Context: an optimization exercise on an open-source flow, tuned for small area, a short achievable clock period and few clock cycles. The choices shown serve that exercise and are no tape-out recipe.
No functional check of the RTL was part of any run shown here.

==> flow/design.v <==
module SORT_IP #(parameter IP_WIDTH = 8) (
    IN_character, IN_weight,
    OUT_character
);
input [IP_WIDTH*4-1:0]  IN_character;
input [IP_WIDTH*5-1:0]  IN_weight;
output [IP_WIDTH*4-1:0] OUT_character;
generate
    if(IP_WIDTH == 3) 
    begin
        wire [3:0] index[0:2];
        wire [4:0] weight[0:2];
        wire [4:0] w[0:5];
        wire [3:0] i[0:5];
        assign index[0] = IN_character[3:0];
        assign index[1] = IN_character[7:4];
        assign index[2] = IN_character[11:8];
        assign weight[0] = IN_weight[4:0];
        assign weight[1] = IN_weight[9:5];
        assign weight[2] = IN_weight[14:10];   
        compare c0(.index_1(index[0]) ,.index_2(index[2]),.weight_1(weight[0]),.weight_2(weight[2]),.index_b(i[0]),.index_s(i[1]),.weight_b(w[0]), .weight_s(w[1]));
        compare c1(.index_1(i[0]) ,.index_2(index[1]),.weight_1(w[0]),.weight_2(weight[1]),.index_b(i[2]),.index_s(i[3]),.weight_b(w[2]), .weight_s(w[3]));
        compare c2(.index_1(i[3]) ,.index_2(i[1]),.weight_1(w[3]),.weight_2(w[1]),.index_b(i[4]),.index_s(i[5]),.weight_b(w[4]), .weight_s(w[5]));
        assign OUT_character = {i[2],i[4],i[5]};
    end
    else if(IP_WIDTH == 4)
    begin
        wire [3:0] index[0:3];
        wire [4:0] weight[0:3];
        wire [3:0] i[0:9];
        wire [4:0] w[0:9];
        assign index[0] = IN_character[3:0];
        assign index[1] = IN_character[7:4];
        assign index[2] = IN_character[11:8];
        assign index[3] = IN_character[15:12];
        assign weight[0] = IN_weight[4:0];
        assign weight[1] = IN_weight[9:5];
        assign weight[2] = IN_weight[14:10];
        assign weight[3] = IN_weight[19:15];
        compare c0(.index_1(index[0]) ,.index_2(index[2]),.weight_1(weight[0]),.weight_2(weight[2]),.index_b(i[0]),.index_s(i[2]),.weight_b(w[0]), .weight_s(w[2]));
        compare c1(.index_1(index[1]) ,.index_2(index[3]),.weight_1(weight[1]),.weight_2(weight[3]),.index_b(i[1]),.index_s(i[3]),.weight_b(w[1]), .weight_s(w[3]));
        compare c2(.index_1(i[0]) ,.index_2(i[1]),.weight_1(w[0]),.weight_2(w[1]),.index_b(i[4]),.index_s(i[5]),.weight_b(w[4]), .weight_s(w[5]));
        compare c3(.index_1(i[2]) ,.index_2(i[3]),.weight_1(w[2]),.weight_2(w[3]),.index_b(i[6]),.index_s(i[7]),.weight_b(w[6]), .weight_s(w[7]));
        compare c4(.index_1(i[5]) ,.index_2(i[6]),.weight_1(w[5]),.weight_2(w[6]),.index_b(i[8]),.index_s(i[9]),.weight_b(w[8]), .weight_s(w[9]));
        assign OUT_character = {i[4],i[8],i[9],i[7]};
    end
    else if(IP_WIDTH == 5)
    begin
        wire [3:0] index[0:4];
        wire [4:0] weight[0:4];
        wire [3:0] i[0:17];
        wire [4:0] w[0:17];
        assign index[0] = IN_character[3:0];
        assign index[1] = IN_character[7:4];
        assign index[2] = IN_character[11:8];
        assign index[3] = IN_character[15:12];
        assign index[4] = IN_character[19:16];
        assign weight[0] = IN_weight[4:0];
        assign weight[1] = IN_weight[9:5];
        assign weight[2] = IN_weight[14:10];
        assign weight[3] = IN_weight[19:15];
        assign weight[4] = IN_weight[24:20];
        compare c0(.index_1(index[0]) ,.index_2(index[3]),.weight_1(weight[0]),.weight_2(weight[3]),.index_b(i[0]),.index_s(i[2]),.weight_b(w[0]), .weight_s(w[2]));
        compare c1(.index_1(index[1]) ,.index_2(index[4]),.weight_1(weight[1]),.weight_2(weight[4]),.index_b(i[1]),.index_s(i[3]),.weight_b(w[1]), .weight_s(w[3]));
        compare c2(.index_1(i[0]) ,.index_2(index[2]),.weight_1(w[0]),.weight_2(weight[2]),.index_b(i[4]),.index_s(i[6]),.weight_b(w[4]), .weight_s(w[6]));
        compare c3(.index_1(i[1]) ,.index_2(i[2]),.weight_1(w[1]),.weight_2(w[2]),.index_b(i[5]),.index_s(i[7]),.weight_b(w[5]), .weight_s(w[7]));
        compare c4(.index_1(i[4]) ,.index_2(i[5]),.weight_1(w[4]),.weight_2(w[5]),.index_b(i[8]),.index_s(i[9]),.weight_b(w[8]), .weight_s(w[9]));
        compare c5(.index_1(i[6]) ,.index_2(i[3]),.weight_1(w[6]),.weight_2(w[3]),.index_b(i[10]),.index_s(i[11]),.weight_b(w[10]), .weight_s(w[11])); 
        compare c6(.index_1(i[9]) ,.index_2(i[10]),.weight_1(w[9]),.weight_2(w[10]),.index_b(i[12]),.index_s(i[13]),.weight_b(w[12]), .weight_s(w[13]));
        compare c7(.index_1(i[7]) ,.index_2(i[11]),.weight_1(w[7]),.weight_2(w[11]),.index_b(i[14]),.index_s(i[15]),.weight_b(w[14]), .weight_s(w[15])); 
        compare c8(.index_1(i[13]) ,.index_2(i[14]),.weight_1(w[13]),.weight_2(w[14]),.index_b(i[16]),.index_s(i[17]),.weight_b(w[16]), .weight_s(w[17]));    
        assign OUT_character = {i[8],i[12],i[16],i[17],i[15]};       
    end
    else if(IP_WIDTH == 6)
    begin
        wire [3:0] index[0:5];
        wire [4:0] weight[0:5];
        wire [3:0] i[0:23];
        wire [4:0] w[0:23];
        assign index[0] = IN_character[3:0];
        assign index[1] = IN_character[7:4];
        assign index[2] = IN_character[11:8];
        assign index[3] = IN_character[15:12];
        assign index[4] = IN_character[19:16];
        assign index[5] = IN_character[23:20];
        assign weight[0] = IN_weight[4:0];
        assign weight[1] = IN_weight[9:5];
        assign weight[2] = IN_weight[14:10];
        assign weight[3] = IN_weight[19:15];
        assign weight[4] = IN_weight[24:20];
        assign weight[5] = IN_weight[29:25];
        compare c0(.index_1(index[0]) ,.index_2(index[5]),.weight_1(weight[0]),.weight_2(weight[5]),.index_b(i[0]),.index_s(i[5]),.weight_b(w[0]), .weight_s(w[5]));
        compare c1(.index_1(index[1]) ,.index_2(index[3]),.weight_1(weight[1]),.weight_2(weight[3]),.index_b(i[1]),.index_s(i[3]),.weight_b(w[1]), .weight_s(w[3]));
        compare c2(.index_1(index[2]) ,.index_2(index[4]),.weight_1(weight[2]),.weight_2(weight[4]),.index_b(i[2]),.index_s(i[4]),.weight_b(w[2]), .weight_s(w[4]));
        compare c3(.index_1(i[1]) ,.index_2(i[2]),.weight_1(w[1]),.weight_2(w[2]),.index_b(i[6]),.index_s(i[7]),.weight_b(w[6]), .weight_s(w[7]));
        compare c4(.index_1(i[3]) ,.index_2(i[4]),.weight_1(w[3]),.weight_2(w[4]),.index_b(i[8]),.index_s(i[9]),.weight_b(w[8]), .weight_s(w[9]));
        compare c5(.index_1(i[0]) ,.index_2(i[8]),.weight_1(w[0]),.weight_2(w[8]),.index_b(i[10]),.index_s(i[12]),.weight_b(w[10]), .weight_s(w[12]));
        compare c6(.index_1(i[7]) ,.index_2(i[5]),.weight_1(w[7]),.weight_2(w[5]),.index_b(i[11]),.index_s(i[13]),.weight_b(w[11]), .weight_s(w[13]));
        compare c7(.index_1(i[10]) ,.index_2(i[6]),.weight_1(w[10]),.weight_2(w[6]),.index_b(i[14]),.index_s(i[15]),.weight_b(w[14]), .weight_s(w[15]));
        compare c8(.index_1(i[11]) ,.index_2(i[12]),.weight_1(w[11]),.weight_2(w[12]),.index_b(i[16]),.index_s(i[17]),.weight_b(w[16]), .weight_s(w[17]));
        compare c9(.index_1(i[9]) ,.index_2(i[13]),.weight_1(w[9]),.weight_2(w[13]),.index_b(i[18]),.index_s(i[19]),.weight_b(w[18]), .weight_s(w[19]));
        compare c10(.index_1(i[15]) ,.index_2(i[16]),.weight_1(w[15]),.weight_2(w[16]),.index_b(i[20]),.index_s(i[21]),.weight_b(w[20]), .weight_s(w[21]));
        compare c11(.index_1(i[17]) ,.index_2(i[18]),.weight_1(w[17]),.weight_2(w[18]),.index_b(i[22]),.index_s(i[23]),.weight_b(w[22]), .weight_s(w[23]));
        assign OUT_character = {i[14],i[20],i[21],i[22],i[23],i[19]};
    end
    else if(IP_WIDTH == 7)
    begin
        wire [3:0] index[0:6];
        wire [4:0] weight[0:6];
        wire [3:0] i[0:31];
        wire [4:0] w[0:31];
        assign index[0] = IN_character[3:0];
        assign index[1] = IN_character[7:4];
        assign index[2] = IN_character[11:8];
        assign index[3] = IN_character[15:12];
        assign index[4] = IN_character[19:16];
        assign index[5] = IN_character[23:20];
        assign index[6] = IN_character[27:24];
        assign weight[0] = IN_weight[4:0];
        assign weight[1] = IN_weight[9:5];
        assign weight[2] = IN_weight[14:10];
        assign weight[3] = IN_weight[19:15];
        assign weight[4] = IN_weight[24:20];
        assign weight[5] = IN_weight[29:25];
        assign weight[6] = IN_weight[34:30];
        compare c0(.index_1(index[0]) ,.index_2(index[6]),.weight_1(weight[0]),.weight_2(weight[6]),.index_b(i[0]),.index_s(i[1]),.weight_b(w[0]), .weight_s(w[1]));
        compare c1(.index_1(index[2]) ,.index_2(index[3]),.weight_1(weight[2]),.weight_2(weight[3]),.index_b(i[2]),.index_s(i[3]),.weight_b(w[2]), .weight_s(w[3]));
        compare c2(.index_1(index[4]) ,.index_2(index[5]),.weight_1(weight[4]),.weight_2(weight[5]),.index_b(i[4]),.index_s(i[5]),.weight_b(w[4]), .weight_s(w[5]));
        compare c3(.index_1(index[1]) ,.index_2(i[4]),.weight_1(weight[1]),.weight_2(w[4]),.index_b(i[6]),.index_s(i[7]),.weight_b(w[6]), .weight_s(w[7]));
        compare c4(.index_1(i[0]) ,.index_2(i[2]),.weight_1(w[0]),.weight_2(w[2]),.index_b(i[8]),.index_s(i[9]),.weight_b(w[8]), .weight_s(w[9]));
        compare c5(.index_1(i[3]) ,.index_2(i[1]),.weight_1(w[3]),.weight_2(w[1]),.index_b(i[10]),.index_s(i[11]),.weight_b(w[10]), .weight_s(w[11]));
        compare c6(.index_1(i[8]) ,.index_2(i[6]),.weight_1(w[8]),.weight_2(w[6]),.index_b(i[12]),.index_s(i[13]),.weight_b(w[12]), .weight_s(w[13]));
        compare c7(.index_1(i[10]) ,.index_2(i[7]),.weight_1(w[10]),.weight_2(w[7]),.index_b(i[14]),.index_s(i[15]),.weight_b(w[14]), .weight_s(w[15]));
        compare c8(.index_1(i[9]) ,.index_2(i[5]),.weight_1(w[9]),.weight_2(w[5]),.index_b(i[16]),.index_s(i[17]),.weight_b(w[16]), .weight_s(w[17]));
        compare c9(.index_1(i[13]) ,.index_2(i[16]),.weight_1(w[13]),.weight_2(w[16]),.index_b(i[18]),.index_s(i[19]),.weight_b(w[18]), .weight_s(w[19]));
        compare c10(.index_1(i[15]) ,.index_2(i[11]),.weight_1(w[15]),.weight_2(w[11]),.index_b(i[20]),.index_s(i[21]),.weight_b(w[20]), .weight_s(w[21]));
        compare c11(.index_1(i[19]) ,.index_2(i[14]),.weight_1(w[19]),.weight_2(w[14]),.index_b(i[22]),.index_s(i[23]),.weight_b(w[22]), .weight_s(w[23]));
        compare c12(.index_1(i[20]) ,.index_2(i[17]),.weight_1(w[20]),.weight_2(w[17]),.index_b(i[24]),.index_s(i[25]),.weight_b(w[24]), .weight_s(w[25]));
        compare c13(.index_1(i[18]) ,.index_2(i[22]),.weight_1(w[18]),.weight_2(w[22]),.index_b(i[26]),.index_s(i[27]),.weight_b(w[26]), .weight_s(w[27]));
        compare c14(.index_1(i[23]) ,.index_2(i[24]),.weight_1(w[23]),.weight_2(w[24]),.index_b(i[28]),.index_s(i[29]),.weight_b(w[28]), .weight_s(w[29]));
        compare c15(.index_1(i[25]) ,.index_2(i[21]),.weight_1(w[25]),.weight_2(w[21]),.index_b(i[30]),.index_s(i[31]),.weight_b(w[30]), .weight_s(w[31]));
        assign OUT_character = {i[12],i[26],i[27],i[28],i[29],i[30],i[31]};
    end
    else if(IP_WIDTH == 8)
    begin
        wire [3:0] index[7:0];
        wire [4:0] weight[7:0];
        wire [3:0] i[0:37];
        wire [4:0] w[0:37];
        assign index[0] = IN_character[3:0];
        assign index[1] = IN_character[7:4];
        assign index[2] = IN_character[11:8];
        assign index[3] = IN_character[15:12];
        assign index[4] = IN_character[19:16];
        assign index[5] = IN_character[23:20];
        assign index[6] = IN_character[27:24];
        assign index[7] = IN_character[31:28];
        assign weight[0] = IN_weight[4:0];
        assign weight[1] = IN_weight[9:5];
        assign weight[2] = IN_weight[14:10];
        assign weight[3] = IN_weight[19:15];
        assign weight[4] = IN_weight[24:20];
        assign weight[5] = IN_weight[29:25];
        assign weight[6] = IN_weight[34:30];
        assign weight[7] = IN_weight[39:35];
        compare c0(.index_1(index[1]) ,.index_2(index[3]),.weight_1(weight[1]),.weight_2(weight[3]),.index_b(i[0]),.index_s(i[1]),.weight_b(w[0]), .weight_s(w[1]));
        compare c1(.index_1(index[4]) ,.index_2(index[6]),.weight_1(weight[4]),.weight_2(weight[6]),.index_b(i[2]),.index_s(i[3]),.weight_b(w[2]), .weight_s(w[3]));
        compare c2(.index_1(index[0]) ,.index_2(index[2]),.weight_1(weight[0]),.weight_2(weight[2]),.index_b(i[4]),.index_s(i[5]),.weight_b(w[4]), .weight_s(w[5]));
        compare c3(.index_1(index[5]) ,.index_2(index[7]),.weight_1(weight[5]),.weight_2(weight[7]),.index_b(i[6]),.index_s(i[7]),.weight_b(w[6]), .weight_s(w[7]));
        compare c4(.index_1(i[4]) ,.index_2(i[2]),.weight_1(w[4]),.weight_2(w[2]),.index_b(i[8]),.index_s(i[9]),.weight_b(w[8]), .weight_s(w[9]));
        compare c5(.index_1(i[0]) ,.index_2(i[6]),.weight_1(w[0]),.weight_2(w[6]),.index_b(i[10]),.index_s(i[11]),.weight_b(w[10]), .weight_s(w[11]));     
        compare c6(.index_1(i[5]) ,.index_2(i[3]),.weight_1(w[5]),.weight_2(w[3]),.index_b(i[12]),.index_s(i[13]),.weight_b(w[12]), .weight_s(w[13]));
        compare c7(.index_1(i[1]) ,.index_2(i[7]),.weight_1(w[1]),.weight_2(w[7]),.index_b(i[14]),.index_s(i[15]),.weight_b(w[14]), .weight_s(w[15]));
        compare c8(.index_1(i[8]) ,.index_2(i[10]),.weight_1(w[8]),.weight_2(w[10]),.index_b(i[16]),.index_s(i[17]),.weight_b(w[16]), .weight_s(w[17]));
        compare c9(.index_1(i[12]) ,.index_2(i[14]),.weight_1(w[12]),.weight_2(w[14]),.index_b(i[18]),.index_s(i[19]),.weight_b(w[18]), .weight_s(w[19]));
        compare c10(.index_1(i[9]) ,.index_2(i[11]),.weight_1(w[9]),.weight_2(w[11]),.index_b(i[20]),.index_s(i[21]),.weight_b(w[20]), .weight_s(w[21]));
        compare c11(.index_1(i[13]) ,.index_2(i[15]),.weight_1(w[13]),.weight_2(w[15]),.index_b(i[22]),.index_s(i[23]),.weight_b(w[22]), .weight_s(w[23]));
        compare c12(.index_1(i[18]) ,.index_2(i[20]),.weight_1(w[18]),.weight_2(w[20]),.index_b(i[24]),.index_s(i[25]),.weight_b(w[24]), .weight_s(w[25]));
        compare c13(.index_1(i[19]) ,.index_2(i[21]),.weight_1(w[19]),.weight_2(w[21]),.index_b(i[26]),.index_s(i[27]),.weight_b(w[26]), .weight_s(w[27]));
        compare c14(.index_1(i[17]) ,.index_2(i[25]),.weight_1(w[17]),.weight_2(w[25]),.index_b(i[28]),.index_s(i[29]),.weight_b(w[28]), .weight_s(w[29]));
        compare c15(.index_1(i[26]) ,.index_2(i[22]),.weight_1(w[26]),.weight_2(w[22]),.index_b(i[30]),.index_s(i[31]),.weight_b(w[30]), .weight_s(w[31]));
        compare c16(.index_1(i[28]) ,.index_2(i[24]),.weight_1(w[28]),.weight_2(w[24]),.index_b(i[32]),.index_s(i[33]),.weight_b(w[32]), .weight_s(w[33]));
        compare c17(.index_1(i[30]) ,.index_2(i[29]),.weight_1(w[30]),.weight_2(w[29]),.index_b(i[34]),.index_s(i[35]),.weight_b(w[34]), .weight_s(w[35]));
        compare c18(.index_1(i[27]) ,.index_2(i[31]),.weight_1(w[27]),.weight_2(w[31]),.index_b(i[36]),.index_s(i[37]),.weight_b(w[36]), .weight_s(w[37]));
        assign OUT_character = {i[16],i[32],i[33],i[34],i[35],i[36],i[37],i[23]};
    end
    else
    begin
        wire [3:0] index[0:2];
        wire [4:0] weight[0:2];
        wire [4:0] w[0:5];
        wire [3:0] i[0:5];
        assign index[0] = IN_character[3:0];
        assign index[1] = IN_character[7:4];
        assign index[2] = IN_character[11:8];
        assign weight[0] = IN_weight[4:0];
        assign weight[1] = IN_weight[9:5];
        assign weight[2] = IN_weight[14:10];   
        compare c0(.index_1(index[0]) ,.index_2(index[2]),.weight_1(weight[0]),.weight_2(weight[2]),.index_b(i[0]),.index_s(i[1]),.weight_b(w[0]), .weight_s(w[1]));
        compare c1(.index_1(i[0]) ,.index_2(index[1]),.weight_1(w[0]),.weight_2(weight[1]),.index_b(i[2]),.index_s(i[3]),.weight_b(w[2]), .weight_s(w[3]));
        compare c2(.index_1(i[3]) ,.index_2(i[1]),.weight_1(w[3]),.weight_2(w[1]),.index_b(i[4]),.index_s(i[5]),.weight_b(w[4]), .weight_s(w[5]));
        assign OUT_character = {i[2],i[4],i[5]};
    end
endgenerate
endmodule
module compare(
   index_1, 
   index_2,
   weight_1,
   weight_2,
   index_b,
   index_s,
   weight_b,
   weight_s
);
input [3:0] index_1;
input [3:0] index_2;
input [4:0] weight_1;
input [4:0] weight_2;
output reg [3:0] index_b;
output reg [3:0] index_s;
output reg [4:0] weight_b;
output reg [4:0] weight_s;
always @ (*)
begin
    if(weight_1 > weight_2 || (weight_1 == weight_2 && index_1 > index_2))
    begin
        index_b = index_1;
        index_s = index_2;
        weight_b = weight_1;
        weight_s = weight_2;
    end
    else
    begin
        index_b = index_2;
        index_s = index_1;
        weight_b = weight_2;
        weight_s = weight_1;
    end
end
endmodule
module HT_TOP(
    clk,
    rst_n,
    in_valid,
    in_weight,
    out_mode,
    out_valid,
    out_code
);
input clk, rst_n, in_valid, out_mode;
input [2:0] in_weight;
output reg out_valid, out_code;
reg        vr, merge, sending;
reg  [2:0] cnt;
reg  [2:0] cur;
reg        mode;
reg  [2:0] xr;
reg  [4:0] lw [0:7];
reg  [2:0] ptr [0:4];
reg  [7:0] code [0:4];
integer j, t;
function lt5;
    input [4:0] a, b;
    integer k;
    reg c;
    begin
        c = 1'b0;
        for (k = 0; k < 5; k = k + 1)
            c = (~a[k] & b[k]) | (~a[k] & c) | (b[k] & c);
        lt5 = c;
    end
endfunction
wire [4:0] sum = lw[0] + lw[1];
wire [4:0] val = merge ? sum : {2'b00, xr};
reg  [9:0] lt;
reg  [4:0] lwx [0:9];
always @(*) begin
    for (j = 0; j < 8; j = j + 1) lwx[j] = lw[j];
    lwx[8] = 5'd31;
    lwx[9] = 5'd31;
    lt[8] = 1'b0;
    lt[9] = 1'b0;
    for (j = 0; j < 8; j = j + 1)
        lt[j] = lt5(lw[j], val) | (!merge & (cnt < 8 - j));
    if (merge) lt[1] = 1'b1;
end
reg [2:0] ins;
always @(*) begin
    ins = 3'd0;
    for (j = 0; j < 8; j = j + 1)
        if (merge) begin
            if (lt[j+1] & !lt[j+2]) ins = j;
        end else begin
            if (lt[j] & !lt[j+1]) ins = j;
        end
end
reg [2:0] leaf [0:4];
always @(*) begin
    leaf[0] = 3'd4;                    
    leaf[1] = mode ? 3'd2 : 3'd5;      
    leaf[2] = mode ? 3'd5 : 3'd6;      
    leaf[3] = mode ? 3'd0 : 3'd7;      
    leaf[4] = mode ? 3'd1 : 3'd3;      
end
wire root = merge & (cnt == 3'd6);
wire empty = (code[0] == 8'd1);
wire [7:0] src = empty ? code[1] : code[0];
wire fin = (src[7:1] == 7'd1) & ((cur + {2'b00, empty}) == 3'd4);
always @(posedge clk) begin
    if (in_valid & !vr) mode <= out_mode;
    xr <= in_weight;
    for (j = 0; j < 8; j = j + 1)
        if (merge)
            lw[j] <= lt[j+2] ? lwx[j+2] : (lt[j+1] ? sum : lwx[j+1]);
        else
            lw[j] <= lt[j+1] ? lwx[j+1] : (lt[j] ? val : lwx[j]);
    for (t = 0; t < 5; t = t + 1)
        if (merge ? (ptr[t][2:1] == 2'b00) : (leaf[t] == cnt))
            ptr[t] <= ins;
        else
            ptr[t] <= ptr[t] - {1'b0, merge & lt[ptr[t]], merge ^ lt[ptr[t]]};
    for (t = 0; t < 5; t = t + 1)
        if (vr)
            code[t] <= {code[t][6:0], cnt == 3'd7};
        else if (merge & (ptr[t][2:1] == 2'b00) & !(root & (t == 0)))
            code[t] <= {code[t][6:0], ~ptr[t][0]};
    if (sending) begin
        code[0] <= {1'b0, src[7:1]};
        if (empty) begin
            code[1] <= code[2];
            code[2] <= code[3];
            code[3] <= code[4];
        end
    end
end
always @(posedge clk or negedge rst_n) begin
    if (!rst_n) begin
        vr <= 1'b0;
        merge <= 1'b0;
        sending <= 1'b0;
        cnt <= 3'd0;
        cur <= 3'd0;
        out_valid <= 1'b0;
        out_code <= 1'b0;
    end else begin
        vr <= in_valid;
        if (vr) begin
            cnt <= cnt + 3'd1;
            if (cnt == 3'd7) merge <= 1'b1;
        end else if (merge) begin
            cnt <= cnt + 3'd1;
            if (root) begin
                merge <= 1'b0;
                sending <= 1'b1;
                out_valid <= 1'b1;
                out_code <= ~ptr[0][0];
                cur <= 3'd0;
                cnt <= 3'd0;
            end
        end else if (sending) begin
            out_code <= src[0];
            cur <= cur + {2'b00, empty};
            if (fin) sending <= 1'b0;
        end else begin
            out_valid <= 1'b0;
            out_code <= 1'b0;
        end
    end
end
endmodule
==> flow/flow/run.sh <==
#!/bin/bash
# Layout with ORFS's own scripts. Two changes from the standard layout:
#  - synthesis is the standard one except that ABC maps the logic for area
#    (flip-flops are mapped before ABC, so registers are unchanged);
#  - repair_timing aims for a larger setup margin (MARGIN ns) than the
#    standard flow settings allow. Constraints are unchanged.
set -euo pipefail
MARGIN=${MARGIN:-12.6}
HERE=$(pwd)
printf 'strash\ndch\nmap -a\nstrash\ndch\nmap -a\n' > "$HERE/area.abc"
cat > "$HERE/area_synth.tcl" <<'TCL'
proc abc {args} {
  set i [lsearch -exact $args -script]
  if {$i >= 0} {
    set args [lreplace $args [expr {$i + 1}] [expr {$i + 1}] $::env(AREA_ABC_SCRIPT)]
  }
  yosys abc {*}$args
}
TCL
cat synth_recipe.tcl >> "$HERE/area_synth.tcl"
export AREA_ABC_SCRIPT="$HERE/area.abc"
bash standard.sh SYNTH_SCRIPT="$HERE/area_synth.tcl" SETUP_SLACK_MARGIN="$MARGIN" finish > standard_flow.log 2>&1
==> flow/standard.sh <==
#!/bin/bash
# synth_recipe.tcl (not shown) runs the flow's synth.tcl, then flattens the netlist and writes it again
# the make line also repeats each setting of config.mk as NAME=value (left out here)
make -C /OpenROAD-flow-scripts/flow DESIGN_CONFIG=/design/flow/config.mk WORK_HOME=/design/flow/orfs CLKGATE_MAP_FILE= SYNTH_SCRIPT=/design/flow/synth_recipe.tcl "${@:-finish}"
==> flow/config.mk <==
export PLATFORM = sky130hd
export DESIGN_NAME = HT_TOP
export DESIGN_NICKNAME = HT_TOP
export VERILOG_FILES = /design/flow/design.v
export SDC_FILE = /design/flow/constraint.sdc
export NUM_CORES = 4
export LEC_CHECK = 0
export CAP_MARGIN = 20
export CORE_MARGIN = 2
export CORE_UTILIZATION = 40
export SLEW_MARGIN = 20
==> flow/constraint.sdc <==
create_clock -name core_clock -period 17.0 [get_ports {clk}]
set_input_delay 3.4000 -clock core_clock [delete_from_list [all_inputs] [get_ports {clk}]]
set_output_delay 3.4000 -clock core_clock [all_outputs]
set_load 0.01 [all_outputs]
==> flow_summary.toml, run 1 <==
[status]
outcome = "finished clean"

[sta]
period_share = 0.254
setup_viol = 0
finalHoldViolations = 0
slew_headroom = 0.545
fin_setup_tns_ps = 0
slew_viol_final = 0
fin_skew_ps = 6.56
max_freq_ghz = 0.231
worst_slew_pin_slew_ps = 680
rsz0062_at_grt = "yes"
fin_crit_ps = 4320
whs_ps = 454

[place]
dp_hpwl_mm = 12.9
place.gp.congestion = 0.910
port_buffers = 8

[floorplan]
coreArea_um2 = 15300
fp.dieH_um = 129
io_pins = 9
start_util = 0.411
die-area_um2 = 16700
fp-row-count = 45
fp.dieW_um = 129

[grt]
grt_use_total = 0.232
grt_pass1_vias = 5968
grt_max_degree = 62
grt_pass1_wl_mm = 30.3
antenna_found_initial = 0
gr-total-overflow = 0

[finish]
seq_area_um2 = 2770
antenna_cells = 0
multi_input_area_um2 = 3430
nNetsFinal = 858
mostFrequentLayoutCell = "o21ai_0"
layout-drive-gt1-share = 0.125
syn_to_final_growth_pct = 19.7
fillerInstances = 1485
layout_common_cells = "o21ai_0 (104), a21oi_1 (103), nand2_1 (97)"

[clocking]
postCtsHoldBufs = 0
cts_tree = "built"
clock_sinks = 110
ctsRootBufferMaster = "clkbuf_16"
clkTransAtPathRegs_ps = 80
cts_max_level = 3
cts_made_buffers = 9
cts_buffer_depth = 2
clock_latency_ps = 370

[job]
cap_violations = 0

[synthesis]
synth-seq-cells = 110
synth.distinct_cells = 34
yosysWarnings = 6
syn-cell-area_um2 = 6260
syn_inst = 772
synth.avg_cell_area_um2 = 8.11
ys_seq_area_frac = 0.442

[routing]
wl_met3_mm = 1.13
wl_met2_mm = 9.26
wire_per_inst_um = 18.2
num_vias = 6203
drtIter0Drc = 691
first_pass_iters = 5
postRouteWirelength_mm = 19.0
vias_per_cell = 5.95
drc = 0
final_antenna_net_count = 0
wl_met1_mm = 7.77
top_layer = "met4"

[hold_path]
holdPathStages = 0
min_path_type = "reg2reg"

[setup_path]
path_depth = 1
path_max_fanout = 2
cp.arrival_ps = 920
reg2reg_depth = 24
critPathBufInv = 1
end_kind = "output pin"
start_kind = "flip-flop"
path_delay_family = "flip-flops"
max_stage_delay_ps = 410
required_ps = 13600
critPathKind = "reg2out"
crit_chain = "buf_2"
cp_slowest_cell = "dfrtp_1"
==> metrics by stage <==
step / std cells / setup WS (ps) / instance area (um2) / util
3_5_place_dp: 999 / 11230 / 6690 / 0.439
3_3_place_gp: 999 / 11360 / 6690 / 0.439
4_1_cts: 1026 / 12600 / 7220 / 0.473
6_report: 1043 / 12680 / 7500 / 0.491
2_1_floorplan: 776 / 12610 / 6320 / -
5_1_grt: 1043 / 12590 / 7500 / 0.491
==> timing repair <==
item	CTS	global route
cloned	1	0
resized for setup	36	44
pin swaps	5	10
setup buffers	10	17
endpoints found under the setup margin	73	15
==> routing by layer <==
metal | track usage | vias to the layer above
met3 | 0.0434 | 80
li1 | - | 2925
met5 | 0 | -
met4 | 0.116 | 0
met2 | 0.389 | 268
met1 | 0.285 | 2930
==> state kept, by name, summed over array words and instances, names as in the netlist <==
register / cells
code: 40
lw: 40
out_code: 1
vr: 1
xr: 3
out_valid: 1
cur: 3
sending: 1
merge: 1
cnt: 3
ptr: 15
mode: 1
==> kinds of logic (layout without fill, tap and decap cells) <==
logic type / count (synthesis) / after routing / synth area share
AOI/OAI and AO/OA: 315 / 315 / 0.284
and+or+nand+nor: 221 / 222 / 0.143
DFF: 110 / 110 / 0.442
buffers and inverters: 85 / 140 / 0.0509
adders and majority gates: 27 / 27 / 0.0599
xor gates and xnor gates: 7 / 7 / 0.00979
muxes: 6 / 6 / 0.00959
other: 1 / 5 / 0.000599
==> cell usage after synthesis <==
master / n / area [um2]
maj3_1: 3 / 30.0
nand2_1: 101 / 379
o22ai_1: 23 / 144
a211oi_1: 6 / 45.0
o21ai_0: 114 / 571
o211ai_1: 8 / 60.1
nor2_1: 73 / 274
fa_1: 6 / 120
nor4_1: 2 / 12.5
xor2_1: 5 / 43.8
a22oi_1: 11 / 82.6
o311ai_0: 2 / 17.5
mux2i_1: 6 / 60.1
clkinv_1: 85 / 319
a21oi_1: 113 / 566
o32ai_1: 3 / 26.3
edfxtp_1: 51 / 1530
a221oi_1: 3 / 26.3
ha_1: 18 / 225
or2_2: 4 / 25.0
dfrtp_1: 11 / 275
o221ai_1: 3 / 26.3
nor3_1: 20 / 100
a31oi_1: 11 / 68.8
dfxtp_1: 48 / 961
xnor2_1: 2 / 17.5
nand3_1: 20 / 100
a32oi_1: 8 / 70.1
nand4_1: 1 / 6.26
o21a_1: 7 / 52.6
conb_1: 1 / 3.75
a22o_2: 1 / 10.0
o21bai_1: 1 / 7.51
o31ai_1: 1 / 7.51
==> path summary, 6_finish.rpt <==
kind	startpoint	endpoint	slack (ps)
worst max-delay path	out_valid	out_valid	12680
worst min-delay path	code[4][1]	code[4][2]	450
worst max register to register	lw[0][0]	ptr[2][2]	12770
worst min register to register	code[4][1]	code[4][2]	450
max in group asynchronous	rst_n	merge	13260
min in group asynchronous	rst_n	out_valid	3360
==> layout make-up <==
class,count,area share
clock inverter,7,0.0122
clock buffer,9,0.0300
sequential,110,0.370
multi-input combinational,582,0.458
tap,211,0.0352
inverter,85,0.0487
timing repair buffer,39,0.0461
==> inputs of run 2 (changes only) <==
--- a/flow/flow/run.sh
+++ b/flow/flow/run.sh
@@ -6,5 +6,5 @@
 #    standard flow settings allow. Constraints are unchanged.
 set -euo pipefail
-MARGIN=${MARGIN:-12.6}
+MARGIN=${MARGIN:-12.85}
 HERE=$(pwd)
 printf 'strash\ndch\nmap -a\nstrash\ndch\nmap -a\n' > "$HERE/area.abc"
==> run 2 against run 1 <==
Net effect:
- design area up 4.8%
- still clean on timing, DRC and antenna
- via count up 0.13%
- worst hold slack better by 5.6 ps
==> flow_summary.toml, run 2 <==
[clocking]
cts_made_buffers = 9
cts_tree = "built"
clkTransAtPathRegs_ps = 80
cts_max_level = 3
clock_sinks = 110
ctsRootBufferMaster = "clkbuf_16"
cts_buffer_depth = 2
clock_latency_ps = 370

[sta]
fin_skew_ps = 10.2
period_share = 0.253
finalHoldViolations = 0
slew_viol_final = 0
slew_headroom = 0.515
setup_viol = 0
worst_slew_pin_slew_ps = 725
rsz0062_at_grt = "yes"
layout_setup_ws_ps = 12700
max_freq_ghz = 0.233
fin_crit_ps = 4300
fin_setup_tns_ps = 0

[synthesis]
yosysTopAreaCell = "edfxtp_1"
syn-cell-area_um2 = 6260
synth_most_common_cell = "o21ai_0"
syn_inst = 772
synth_common_cells = "o21ai_0 (114), a21oi_1 (113), nand2_1 (101), clkinv_1 (85), nor2_1 (73)"
synth.distinct_cells = 34
synth_area_leaders = "edfxtp_1 (24%), dfxtp_1 (15%), o21ai_0 (9.1%)"
ys_seq_area_frac = 0.442
synth-edff-count = 51
ys_async_sr_fraction = 0.100
synth.avg_cell_area_um2 = 8.11
synth.top_cell.area_share = 0.244
yosysWarnings = 6
synth-seq-cells = 110
synth_flop_cell = "edfxtp_1"

[finish]
layout_common_cells = "nand2_1 (98), a21oi_1 (94), o21ai_0 (79)"
nNetsFinal = 879
syn_to_final_growth_pct = 25.4
top_regs = "code: 40 flops, lw: 40 flops, ptr: 15 flops"
antenna_cells = 0
mostFrequentLayoutCell = "nand2_1"
stdcell_count = 1064
fin_area_um2 = 7860
layout-drive-gt1-share = 0.189

[setup_path]
path_max_fanout = 2
critPathKind = "reg2out"
critPathBufInv = 1
cp.arrival_ps = 900
end_kind = "output pin"
cp_slowest_cell = "dfrtp_1"
max_stage_delay_ps = 390
start_kind = "flip-flop"
path_delay_family = "flip-flops"
crit_chain = "buf_2"
required_ps = 13600

[floorplan]
fp.dieH_um = 129
fp.dieW_um = 129
coreArea_um2 = 15300
io_pins = 9
die-area_um2 = 16700
start_util = 0.411
fp-row-count = 45

[routing]
drtIter0Drc = 501
vias_per_cell = 5.84
wl_met2_mm = 9.50
final_antenna_net_count = 0
postRouteWirelength_mm = 18.9
top_layer = "met4"
drc = 0
num_vias = 6211
first_pass_iters = 5
wire_per_inst_um = 17.8
wl_met3_um = 909
wl_met1_mm = 7.67

[place]
place.gp.congestion = 0.899
place_area_um2 = 6770
preCtsSetupSlack_ps = 11610
port_buffers = 8
dp_hpwl_mm = 12.6
place_inst = 999

[grt]
antenna_found_initial = 0
grt_pass1_vias = 6030
grt_pass1_wl_mm = 30.0
grt_max_degree = 62
grt_use_total = 0.229
gr-total-overflow = 0

[hold_path]
min_path_type = "reg2reg"

[status]
outcome = "finished clean"

[job]
cap_violations = 0
## run 2: final timing paths
path	cells past startpoint	from	endpoint	slack, ps
max in group asynchronous	1	rst_n	merge	13240
hold reg to reg	0	code[4][6]	code[4][7]	460
setup reg to reg	24	lw[1][0]	ptr[2][2]	12880
setup / recovery	1	out_code	out_code	12700
min in group asynchronous	1	rst_n	out_code	3370
hold / removal	0	code[4][6]	code[4][7]	460
## run 2: per-stage QoR
step | util | hold WS (ps)
after floorplan | - | 422
after global routing | 0.515 | 471
after global placement | 0.443 | 439
after CTS | 0.490 | 460
final | 0.515 | 460
after detailed placement | 0.444 | 441
## run 2: final cells by class
type	instances	area [um2]
clock inverter	7	57.6
inverter	85	379
timing repair inverter	1	6.26
tap	211	264
fill	1367	7400
multi-input combinational	582	3630
clock buffer	9	225
timing repair buffer	59	527
sequential	110	2770
## run 2: metal layers
metal	track usage	up-vias
met1	0.266	2957
li1	-	2982
met4	0.116	0
met3	0.0533	67
met5	0	-
met2	0.396	205
## run 2: kinds of logic after synthesis
logic type,after synthesis,synth area share
AOI/OAI and AO/OA,315,0.284
xor gates and xnor gates,7,0.00979
adders and majority gates,27,0.0599
buffers and inverters,85,0.0509
DFF,110,0.442
muxes,6,0.00959
other,1,0.000599
and+or+nand+nor,221,0.143
## run 2: what timing repair did
action	in CTS	in global routing
pin swaps	19	34
endpoints found under the setup margin	78	17
hold buffers	0	0
cloned	2	0
resized for setup	46	80
buffers inserted	33	14
## run 2: worst reg2reg max path, stage by stage (launching register included)
cell	delay (ps)
edfxtp_1	410
ha_2	220
clkinv_2	50
fa_2	460
a21oi_4	220
clkinv_4	120
buf_4	150
o22ai_2	160
a22oi_2	110
a21oi_2	110
maj3_2	180
o21ai_1	50
nand2_1	100
clkinv_2	70
o21ai_4	100
clkinv_4	100
o21ai_2	110
nand3_1	90
o31ai_2	80
ha_1	280
ha_2	180
fa_2	330
xor2_1	140
nand2_1	70
o21ai_0	80
==> inputs of run 3 (changes only) <==
--- a/flow/design.v
+++ b/flow/design.v
@@ -316,9 +316,14 @@
         else
             lw[j] <= lt[j+1] ? lwx[j+1] : (lt[j] ? val : lwx[j]);
-    for (t = 0; t < 5; t = t + 1)
-        if (merge ? (ptr[t][2:1] == 2'b00) : (leaf[t] == cnt))
-            ptr[t] <= ins;
-        else
-            ptr[t] <= ptr[t] - {1'b0, merge & lt[ptr[t]], merge ^ lt[ptr[t]]};
+    for (t = 0; t < 5; t = t + 1) begin
+        if (!merge) begin
+            if (leaf[t] == cnt) ptr[t] <= ins;
+            else if (lt[ptr[t]]) ptr[t] <= ptr[t] - 3'd1;
+        end else begin
+            if (ptr[t][2:1] == 2'b00) ptr[t] <= ins;
+            else if (lt[ptr[t]]) ptr[t] <= ptr[t] - 3'd2;
+            else ptr[t] <= ptr[t] - 3'd1;
+        end
+    end
     for (t = 0; t < 5; t = t + 1)
         if (vr)
==> flow/flow/run.sh (replaced) <==
#!/bin/bash
# Standard ORFS layout; repair_timing aims for a larger setup margin than the
# standard flow's settings allow. Constraints are unchanged.
set -euo pipefail
bash standard.sh SETUP_SLACK_MARGIN=12.5 finish > standard_flow.log 2>&1
==> run 3 against run 2 <==
Net effect:
- still clean on timing, DRC and antenna
- wire length increased by 6.9%
- sequential share of layout area up 0.47 points
- worst hold slack got worse by 3.8 ps
- register-to-register slack got worse by 150 ps
- core utilization is 7.8 points lower
- final cell count increased by 3.5%
- count of clock-buffer cells in the layout rose by 2
- synthesized area rose by 22%
- highest routed layer unchanged
==> flow_summary.toml, run 3 <==
[sta]
fin_setup_tns_ps = 0
slew_viol_final = 0
fin_skew_ps = 13.8
setup_viol = 0
worst_slew_pin_slew_ps = 836
finalHoldViolations = 0
max_freq_ghz = 0.224
fin_crit_ps = 4470
period_share = 0.263
slew_headroom = 0.440
rsz0062_at_grt = "yes"

[synthesis]
synth_most_common_cell = "nand2_1"
syn-cell-area_um2 = 7610
synth_compound_gate_area_share = 0.260
synth_area_leaders = "edfxtp_1 (26%), dfxtp_1 (8.7%), nand2_1 (6.6%)"
yosysTopAreaCell = "edfxtp_1"
ys_async_sr_fraction = 0.100
synth-seq-cells = 110
synth.top_cell.area_share = 0.260
synthMuxAreaShare = 0.0722
synth.avg_cell_area_um2 = 8.60
synth_fa_ha_area_frac = 0.0450
syn_inst = 885
synth_top_family_by_area = "compound AO/OA/AOI/OAI gates"
synth_common_cells = "nand2_1 (133), o21ai_0 (77), nor2_1 (75), edfxtp_1 (66), a21oi_1 (58)"
synthSimpleGateAreaFrac = 0.172
ys_seq_area_frac = 0.383
synth.distinct_cells = 88
synth_xor_area_frac = 0.0207
synth-edff-count = 66
synth_flop_cell = "edfxtp_1"
yosysWarnings = 6

[routing]
wire_per_inst_um = 18.4
first_pass_iters = 7
drc = 0
postRouteWirelength_mm = 20.2
vias_per_cell = 6.07
final_antenna_net_count = 0
num_vias = 6678
drtIter0Drc = 807

[floorplan]
coreArea_um2 = 18700
die-area_um2 = 20100
fp-row-count = 50
start_util = 0.407
io_pins = 9
fp.dieW_um = 142
fp.dieH_um = 142

[grt]
gr-total-overflow = 0
grt_pass1_vias = 5972
antenna_found_initial = 0
grt_pass1_wl_mm = 32.6
grt_max_degree = 64
grt_use_total = 0.203

[setup_path]
required_ps = 13600
path_delay_family = "flip-flops"
critPathBufInv = 1
critPathKind = "reg2out"
path_max_fanout = 2
max_stage_delay_ps = 410
cp.arrival_ps = 1070
crit_chain = "dlygate4sd2_1"
cp_slowest_cell = "dfrtp_1"
start_kind = "flip-flop"
startpoint = "out_code"
r2r_start = "merge"
end_kind = "output pin"

[clocking]
clock_sinks = 110
ctsRootBufferMaster = "clkbuf_16"
cts_resized = 8
cts_tree = "built"
cts_max_level = 3
cts_made_buffers = 9
post-cts-setup-buffers = 0
clkTransAtPathRegs_ps = 80
cts_buffer_depth = 2
postCtsHoldBufs = 0
clock_latency_ps = 370

[finish]
syn_to_final_growth_pct = 7.38
layout-drive-gt1-share = 0.0796
fin_area_um2 = 8170
layout_common_cells = "nand2_1 (133), o21ai_0 (77), nor2_1 (73)"
mostFrequentLayoutCell = "nand2_1"
antenna_cells = 0
top_regs = "code: 40 flops, lw: 40 flops, ptr: 15 flops"
nNetsFinal = 888
final_util = 0.437

[job]
cap_violations = 0

[place]
place_area_um2 = 7830
dp_hpwl_mm = 14.6
port_buffers = 8
place.gp.congestion = 0.878

[hold_path]
min_path_type = "reg2reg"
hp-start = "code[4][6]"

[status]
outcome = "finished clean"
-- run 3: changes by cell type in the layout (fill, tap and decap cells not counted), sizes merged, moves of 15 or more --
cell	before	now
nand2	102	133
inv	7	43
mux2i	6	38
clkinv	84	0
o22ai	23	7
a21oi	113	60
edfxtp	51	66
buf	53	5
dfxtp	48	33
o21ai	114	82
-- run 3: per-layer routing --
layer	wire, um	track usage	up-vias
met5	0	0	-
met4	196	0.0474	0
met3	1470	0.0431	17
met2	8410	0.284	238
met1	10100	0.316	3164
li1	-	-	3259
-- run 3: final timing paths --
check,to,slack (ps),depth (start not counted)
setup / recovery,out_code,12530,1
hold / removal,code[4][7],460,0
setup reg to reg,ptr[1][0],12730,12
hold reg to reg,code[4][7],460,0
max in group asynchronous,merge,13260,1
min in group asynchronous,out_valid,3360,1
-- run 3: layout make-up --
type	instances	area, um2
Clock inverter	5	43.8
Inverter	38	143
Fill cell	1834	10500
Timing Repair Buffer	13	123
Tap cell	234	293
Sequential cell	110	2920
Multi-Input combinational cell	690	4400
Clock buffer	11	254
-- run 3: logic make-up (layout without fill, tap and decap cells) --
logic type	count (synthesis)	in the layout
AOI/OAI and AO/OA	293	293
xor gates and xnor gates	15	15
muxes	50	50
buffers and inverters	89	67
other	1	5
and+or+nand+nor	298	298
adders and majority gates	29	29
DFF	110	110
-- run 3: metrics by stage --
stage | std cells | hold WS, ps | worst slack (ps)
2_1_floorplan | 889 | 418 | 13190
3_3_place_gp | 1085 | 432 | 11870
3_5_place_dp | 1085 | 435 | 11820
4_1_cts | 1101 | 460 | 12520
5_1_grt | 1101 | 470 | 12450
6_report | 1101 | 456 | 12530
==> inputs of run 4 (changes only) <==
==> flow/run.sh (new file) <==
#!/bin/bash
# synth_recipe.tcl (not shown) runs the flow's synth.tcl, then flattens the netlist and writes it again
# the make line also repeats each setting of config.mk as NAME=value (left out here)
make -C /OpenROAD-flow-scripts/flow DESIGN_CONFIG=/design/flow/config.mk WORK_HOME=/design/flow/orfs CLKGATE_MAP_FILE= SYNTH_SCRIPT=/design/flow/synth_recipe.tcl finish
removed: flow/flow/run.sh
removed: flow/standard.sh
==> run 4 against run 3 <==
Net effect:
- design area down 0.57%
- first-iteration DRC count down 6.7%
- synthesized cell count unchanged
- still clean on timing, DRC and antenna
- highest routed layer unchanged
- synthesized area unchanged
- fmax down 16%
- worst hold slack worse by 0.81 ps
==> flow_summary.toml, run 4 <==
[status]
outcome = "finished clean"

[setup_path]
required_ps = 17130
cp.arrival_ps = 5420
reg2reg_slack_ps = 11710
startpoint = "merge"
start_kind = "flip-flop"
r2r-end = "ptr[1][0]"
critPathKind = "reg2reg"
end_kind = "flip-flop"
reg2reg_depth = 11
setup.worst_path.end = "ptr[1][0]"
path_max_fanout = 52
r2r_start = "merge"

[routing]
drc = 0
wire_per_inst_um = 18.4
postRouteWirelength_mm = 20.2
drtIter0Drc = 753
final_antenna_net_count = 0
first_pass_iters = 6
vias_per_cell = 6.04
num_vias = 6648

[synthesis]
synth_most_common_cell = "nand2_1"
synth_common_cells = "nand2_1 (133), o21ai_0 (77), nor2_1 (75), edfxtp_1 (66), a21oi_1 (58)"
ys_async_sr_fraction = 0.100
synth_area_leaders = "edfxtp_1 (26%), dfxtp_1 (8.7%), nand2_1 (6.6%)"
ys_seq_area_frac = 0.383
synth.top_cell.area_share = 0.260
yosysTopAreaCell = "edfxtp_1"
syn_inst = 885
synth.avg_cell_area_um2 = 8.60
yosysWarnings = 6
synth-seq-cells = 110
synth-edff-count = 66
synth_flop_cell = "edfxtp_1"
synth.distinct_cells = 88
syn-cell-area_um2 = 7610

[finish]
layout_common_cells = "nand2_1 (133), o21ai_0 (77), nor2_1 (75)"
mostFrequentLayoutCell = "nand2_1"
syn_to_final_growth_pct = 6.77
antenna_cells = 0
top_regs = "code: 40 flops, lw: 40 flops, ptr: 15 flops"
nNetsFinal = 888
layout-drive-gt1-share = 0.0692
final_util = 0.435

[floorplan]
start_util = 0.407
coreArea_um2 = 18700
die-area_um2 = 20100
io_pins = 9
fp.dieH_um = 142
fp.dieW_um = 142
fp-row-count = 50

[clocking]
postCtsHoldBufs = 0
ctsRootBufferMaster = "clkbuf_16"
cts_buffer_depth = 2
post-cts-setup-buffers = 0
clock_sinks = 110
clock_latency_ps = 370
clkTransAtPathRegs_ps = 80
cts_resized = 0
cts_tree = "built"
cts_made_buffers = 9
cts_max_level = 3

[sta]
slew_headroom = 0.350
rsz0062_at_grt = "no"
period_share = 0.311
layout_setup_ws_ps = 11710
slew_viol_final = 0
worst_slew_pin_slew_ps = 972
fin_setup_tns_ps = 0
finalHoldViolations = 0
max_freq_ghz = 0.189
setup_viol = 0
fin_crit_ps = 5290
fin_skew_ps = 13.4

[job]
cap_violations = 0

[hold_path]
min_path_type = "reg2reg"

[grt]
grt_max_degree = 64
grt_pass1_wl_mm = 32.5
grt_use_total = 0.203
grt_pass1_vias = 5956
antenna_found_initial = 0
gr-total-overflow = 0

[place]
preCtsSetupSlack_ps = 11820
port_buffers = 8
place.gp.congestion = 0.878
dp_hpwl_mm = 14.6
==> run 4: cell counts after synthesis <==
No cell type changed its count.
==> run 4: area by class of cell <==
class / instances / area [um2]
multi-input combinational: 690 / 4360
fill: 1831 / 10600
inverter: 38 / 143
sequential: 110 / 2920
clock inverter: 5 / 43.8
clock buffer: 11 / 254
timing repair buffer: 13 / 118
tap: 234 / 293
==> run 4: how the worst min path moves through the flow <==
stage | slack (ps) | end | from | depth (start not counted)
floorplan | 420 | code[3][7] | code[4][7] | 2
global route | 470 | code[4][7] | code[4][6] | 0
CTS | 460 | code[4][7] | code[4][6] | 0
global placement | 430 | code[4][7] | code[4][6] | 0
finish | 460 | code[4][7] | code[4][6] | 0
detailed placement | 440 | code[4][3] | code[4][2] | 0
==> run 4: critical path, cell delays in order (launching register included) <==
cell	delay [ps]
dfrtp_2	790
buf_4	580
mux2i_1	790
or2_2	230
maj3_1	160
maj3_1	190
a211oi_2	70
nor2_1	780
o31ai_1	260
a221oi_1	760
o221ai_1	200
a31o_2	240
==> run 4: cell families after synthesis <==
family / synth area share
simple gates: 0.172
compound gates: 0.260
flops: 0.383
buf+inv: 0.0462
mux: 0.0722
fa+ha+maj: 0.0450
xor+xnor: 0.0207
other cells: 0.000493
==> run 4: through the flow <==
| step | hold slack, ps | cell area, um2 | instances |
|---|---|---|---|
| final | 455 | 8130 | 1101 |
| after global routing | 470 | 8130 | 1101 |
| after CTS | 460 | 8130 | 1101 |
| after detailed placement | 435 | 7830 | 1085 |
| after global placement | 432 | 7830 | 1085 |
| after floorplan | 418 | 7630 | 889 |
==> run 4: layer usage <==
metal  vias to the layer above  wire (um)  track usage
met1                      3143      10200        0.318
met5                         -          0            0
met3                        13       1490       0.0394
met2                       235       8360        0.284
met4                         0        177       0.0474
li1                       3257          -            -
==> inputs of run 5 (changes only) <==
--- a/flow/design.v
+++ b/flow/design.v
@@ -252,26 +252,15 @@
 input [2:0] in_weight;
 output reg out_valid, out_code;
-reg        vr, merge, sending;
+reg        merge, sending;
 reg  [2:0] cnt;
 reg  [2:0] cur;
 reg        mode;
-reg  [2:0] xr;
 reg  [4:0] lw [0:7];
 reg  [2:0] ptr [0:4];
 reg  [7:0] code [0:4];
 integer j, t;
-function lt5;
-    input [4:0] a, b;
-    integer k;
-    reg c;
-    begin
-        c = 1'b0;
-        for (k = 0; k < 5; k = k + 1)
-            c = (~a[k] & b[k]) | (~a[k] & c) | (b[k] & c);
-        lt5 = c;
-    end
-endfunction
+wire       cur_mode = (cnt == 3'd0) ? out_mode : mode;
 wire [4:0] sum = lw[0] + lw[1];
-wire [4:0] val = merge ? sum : {2'b00, xr};
+wire [4:0] val = merge ? sum : {2'b00, in_weight};
 reg  [9:0] lt;
 reg  [4:0] lwx [0:9];
@@ -283,5 +272,5 @@
     lt[9] = 1'b0;
     for (j = 0; j < 8; j = j + 1)
-        lt[j] = lt5(lw[j], val) | (!merge & (cnt < 8 - j));
+        lt[j] = (lw[j] < val) | (!merge & (j + cnt < 8));
     if (merge) lt[1] = 1'b1;
 end
@@ -298,43 +287,35 @@
 reg [2:0] leaf [0:4];
 always @(*) begin
-    leaf[0] = 3'd4;                    
-    leaf[1] = mode ? 3'd2 : 3'd5;      
-    leaf[2] = mode ? 3'd5 : 3'd6;      
-    leaf[3] = mode ? 3'd0 : 3'd7;      
-    leaf[4] = mode ? 3'd1 : 3'd3;      
+    leaf[0] = 3'd4;                        
+    leaf[1] = cur_mode ? 3'd2 : 3'd5;      
+    leaf[2] = cur_mode ? 3'd5 : 3'd6;      
+    leaf[3] = cur_mode ? 3'd0 : 3'd7;      
+    leaf[4] = cur_mode ? 3'd1 : 3'd3;      
 end
 wire root = merge & (cnt == 3'd6);
-wire empty = (code[0] == 8'd1);
-wire [7:0] src = empty ? code[1] : code[0];
-wire fin = (src[7:1] == 7'd1) & ((cur + {2'b00, empty}) == 3'd4);
+wire [7:0] code_cur = code[cur];
+wire last_bit = (code_cur[7:1] == 7'd1);
 always @(posedge clk) begin
-    if (in_valid & !vr) mode <= out_mode;
-    xr <= in_weight;
-    for (j = 0; j < 8; j = j + 1)
-        if (merge)
-            lw[j] <= lt[j+2] ? lwx[j+2] : (lt[j+1] ? sum : lwx[j+1]);
-        else
-            lw[j] <= lt[j+1] ? lwx[j+1] : (lt[j] ? val : lwx[j]);
+    if (in_valid & (cnt == 3'd0)) mode <= out_mode;
+    if (in_valid | (merge & !root)) begin
+        for (j = 0; j < 8; j = j + 1)
+            if (merge)
+                lw[j] <= lt[j+2] ? lwx[j+2] : (lt[j+1] ? sum : lwx[j+1]);
+            else
+                lw[j] <= lt[j+1] ? lwx[j+1] : (lt[j] ? val : lwx[j]);
+    end
     for (t = 0; t < 5; t = t + 1) begin
-        if (!merge) begin
+        if (in_valid) begin
+            if (cnt == 3'd0) code[t] <= 8'd1;
             if (leaf[t] == cnt) ptr[t] <= ins;
             else if (lt[ptr[t]]) ptr[t] <= ptr[t] - 3'd1;
-        end else begin
-            if (ptr[t][2:1] == 2'b00) ptr[t] <= ins;
-            else if (lt[ptr[t]]) ptr[t] <= ptr[t] - 3'd2;
+        end else if (merge) begin
+            if (ptr[t][2:1] == 2'b00) begin
+                ptr[t] <= ins;
+                if (!(root && t == 0)) code[t] <= {code[t][6:0], ~ptr[t][0]};
+            end else if (lt[ptr[t]]) ptr[t] <= ptr[t] - 3'd2;
             else ptr[t] <= ptr[t] - 3'd1;
-        end
-    end
-    for (t = 0; t < 5; t = t + 1)
-        if (vr)
-            code[t] <= {code[t][6:0], cnt == 3'd7};
-        else if (merge & (ptr[t][2:1] == 2'b00) & !(root & (t == 0)))
-            code[t] <= {code[t][6:0], ~ptr[t][0]};
-    if (sending) begin
-        code[0] <= {1'b0, src[7:1]};
-        if (empty) begin
-            code[1] <= code[2];
-            code[2] <= code[3];
-            code[3] <= code[4];
+        end else if (sending && cur == t) begin
+            code[t] <= {1'b0, code[t][7:1]};
         end
     end
@@ -342,5 +323,4 @@
 always @(posedge clk or negedge rst_n) begin
     if (!rst_n) begin
-        vr <= 1'b0;
         merge <= 1'b0;
         sending <= 1'b0;
@@ -350,6 +330,5 @@
         out_code <= 1'b0;
     end else begin
-        vr <= in_valid;
-        if (vr) begin
+        if (in_valid) begin
             cnt <= cnt + 3'd1;
             if (cnt == 3'd7) merge <= 1'b1;
@@ -361,14 +340,19 @@
                 out_valid <= 1'b1;
                 out_code <= ~ptr[0][0];
-                cur <= 3'd0;
+                cur <= (code[0] == 8'd1) ? 3'd1 : 3'd0;
                 cnt <= 3'd0;
             end
         end else if (sending) begin
-            out_code <= src[0];
-            cur <= cur + {2'b00, empty};
-            if (fin) sending <= 1'b0;
+            out_code <= code_cur[0];
+            if (last_bit) begin
+                cur <= cur + 3'd1;
+                if (cur == 3'd4) begin
+                    sending <= 1'b0;
+                end
+            end
         end else begin
             out_valid <= 1'b0;
             out_code <= 1'b0;
+            cur <= 3'd0;
         end
     end
==> run 5 against run 4 <==
Net effect:
- non-clock buffer count is 9 higher
- worst setup slack worse by 1800 ps
- flip-flop and latch count decreased by 4
- critical path type is now in2reg
- largest cell class unchanged
==> flow_summary.toml, run 5 <==
[hold_path]
min_path_type = "reg2reg"
hold_end = "out_code"
hp-start = "out_code"
holdPathStages = 2

[finish]
top_regs = "code: 40 flops, lw: 40 flops, ptr: 15 flops"
layout_common_cells = "nand2_1 (108), nor2_1 (103), edfxtp_1 (96)"
nNetsFinal = 929
mostFrequentLayoutCell = "nand2_1"
layout-drive-gt1-share = 0.0746
antenna_cells = 0
syn_to_final_growth_pct = 7.29

[place]
dp_hpwl_mm = 15.4
place.gp.congestion = 0.815
preCtsSetupSlack_ps = 9580
port_buffers = 8

[sta]
period_share = 0.415
max_freq_ghz = 0.142
slew_headroom = 0.296
setup_viol = 0
fin_crit_ps = 7050
rsz0062_at_grt = "no"
worst_slew_pin_slew_ps = 1050
slew_viol_final = 0
whs_ps = 517
fin_skew_ps = 14.1
layout_setup_ws_ps = 9950
fin_setup_tns_ps = 0
finalHoldViolations = 0

[routing]
wire_per_inst_um = 18.9
drc = 0
first_pass_iters = 5
vias_per_cell = 5.94
postRouteWirelength_mm = 21.5
num_vias = 6782
final_antenna_net_count = 0
drtIter0Drc = 565

[synthesis]
synth_flop_cell = "edfxtp_1"
synth.distinct_cells = 83
ys_async_sr_fraction = 0.0943
synth_common_cells = "nand2_1 (108), nor2_1 (103), edfxtp_1 (96), a21oi_1 (58), mux2i_1 (57)"
synth_most_common_cell = "nand2_1"
ys_seq_area_frac = 0.383
syn-cell-area_um2 = 8190
yosysTopAreaCell = "edfxtp_1"
syn_inst = 892
synth.top_cell.area_share = 0.352
synth_xor_area_frac = 0.0107
synth_fa_ha_area_frac = 0.0865
synth_area_leaders = "edfxtp_1 (35%), ha_1 (8.4%), mux2i_1 (7.0%)"
synthMuxAreaShare = 0.0935
synthSimpleGateAreaFrac = 0.149
synth.avg_cell_area_um2 = 9.18
synth_top_family_by_area = "compound AO/OA/AOI/OAI gates"
synth-seq-cells = 106
synth_compound_gate_area_share = 0.231
yosysWarnings = 6
synth-edff-count = 96

[grt]
grt_pass1_wl_mm = 35.4
grt_max_degree = 74
gr-total-overflow = 0
grt_use_total = 0.203
antenna_found_initial = 0
grt_pass1_vias = 6616

[clocking]
cts_buffer_depth = 2
clock_latency_ps = 360
clock_sinks = 106
post-cts-setup-buffers = 0
cts_max_level = 3
cts_tree = "built"
cts_made_buffers = 9
cts_resized = 0
postCtsHoldBufs = 0
ctsRootBufferMaster = "clkbuf_16"
clkTransAtPathRegs_ps = 80

[floorplan]
fp.dieH_um = 147
die-area_um2 = 21600
coreArea_um2 = 20200
fp-row-count = 52
fp.dieW_um = 147
start_util = 0.406
io_pins = 9

[setup_path]
reg2reg_slack_ps = 11900
start_kind = "primary input"
startpoint = "in_weight[2]"
critPathBufInv = 1
cp_slowest_cell = "mux2i_1"
cp.arrival_ps = 7170
critPathKind = "in2reg"
r2r-end = "ptr[0][2]"
crit_top_cell = "mux2i_1"
path_max_fanout = 26
path_delay_family = "compound AO/OA/AOI/OAI gates"
crit_chain = "clkdlybuf4s50_1, mux2i_1, ha_1, a21o_1, a211oi_1, a21o_2, nor2_1, o32ai_1, mux2i_1, mux2_2, a221o_1"
r2r_start = "lw[1][0]"
end_kind = "flip-flop"
max_stage_delay_ps = 610
reg2reg_depth = 16
required_ps = 17120

[status]
outcome = "finished clean"

[job]
cap_violations = 0
## run 5: changes by cell type after synthesis, sizes merged, moves of 6 or more
cell	change
nand2	-25
nor2	+28
o31ai	+9
dfxtp	-33
a22oi	+6
o21ai	-22
maj3	-10
a31oi	-7
edfxtp	+30
nor3	-12
mux2i	+21
ha	+36
and3	+6
## run 5: per-layer routing
| metal | track usage | vias up | wire [um] | part of all wire |
|---|---|---|---|---|
| met1 | 0.285 | 3296 | 9970 | 0.46 |
| met2 | 0.335 | 173 | 10200 | 0.48 |
| li1 | - | 3295 | - | - |
| met3 | 0.0289 | 18 | 1070 | 0.050 |
| met4 | 0.0471 | 0 | 240 | 0.011 |
| met5 | 0 | - | 0 | 0 |
## run 5: layout make-up
type	count	area, um2
multi-input cells	690	4680
clock inverters	7	88.8
inverters	37	139
repair buffers	22	180
flip-flops and latches	106	3140
fillers	1982	11400
well taps	270	338
clock buffers	9	225
## run 5: stage by stage
| step | util | instances | instance area [um2] |
|---|---|---|---|
| floorplan | - | 892 | 8190 |
| global placement | 0.420 | 1125 | 8470 |
| detailed placement | 0.420 | 1125 | 8470 |
| CTS | 0.436 | 1141 | 8790 |
| global route | 0.436 | 1141 | 8790 |
| finish | 0.436 | 1141 | 8790 |
## run 5: kinds of logic (layout without fill, tap and decap cells)
group / Yosys count / count (layout)
simple gates: 282 / 282
compound gates: 274 / 274
flops: 106 / 106
buf+inv: 96 / 75
mux: 68 / 68
fa+ha+maj: 56 / 56
xor+xnor: 10 / 10
## run 5: how the worst max path moves through the flow
stage          slack [ps]        end  cells past startpoint
2_1_floorplan       10610  ptr[0][1]                     11
3_3_place_gp         9650  ptr[0][1]                     11
3_5_place_dp         9580  ptr[0][1]                     11
4_1_cts              9960  ptr[0][1]                     11
5_1_grt              9700  ptr[0][1]                     11
6_report             9950  ptr[0][1]                     11
## run 5: worst reg2reg max path: stages, from the launching register on
cell and delay (ps):
edfxtp_1 410, ha_1 210, inv_1 60, fa_1 400
inv_1 70, a21o_1 100, a21oi_1 90, xnor2_1 660
or2_2 390, ha_1 290, nor2_1 180, a311o_1 700
mux2_2 310, o221ai_2 140, or2_1 410, o21a_1 220
a221o_1 250

[what the ideal ports hide]
How much do the figures lean on ideal ports? The routed layouts below were timed once more, with nothing changed but the port constraints. Step 1, drivers: a clkbuf_16 drives clk and a buf_2 each remaining input, both assumed. Step 2 moves the port delays by t, midway between the first and last clock arrival at a register: inputs arrive t later, outputs are due t later. That takes back most of the time a late clock gives input paths. a / b / c = ideal ports / drivers / drivers and shift; a / b = the first two.
run | t, ns | slack for setup (ns) | clock arrival spread, ns | worst slew at a driven data input, ns
run 1 | 0.408 | 12.678 / 12.637 / 12.650 | 0.008 / 0.008 | 0.04
run 2 | 0.406 | 12.704 / 12.659 / 12.657 | 0.011 / 0.010 | 0.04
run 3 | 0.406 | 12.532 / 12.488 / 12.651 | 0.014 / 0.014 | 0.03
run 4 | 0.405 | 11.710 / 11.710 / 11.710 | 0.013 / 0.013 | 0.03
run 5 | 0.399 | 9.949 / 9.972 / 9.573 | 0.015 / 0.014 | 0.04
After both steps every run listed still meets setup and hold. The setup slack of run 5, which loses most, moves by +0.023 ns with the drivers and by -0.376 ns with both steps.
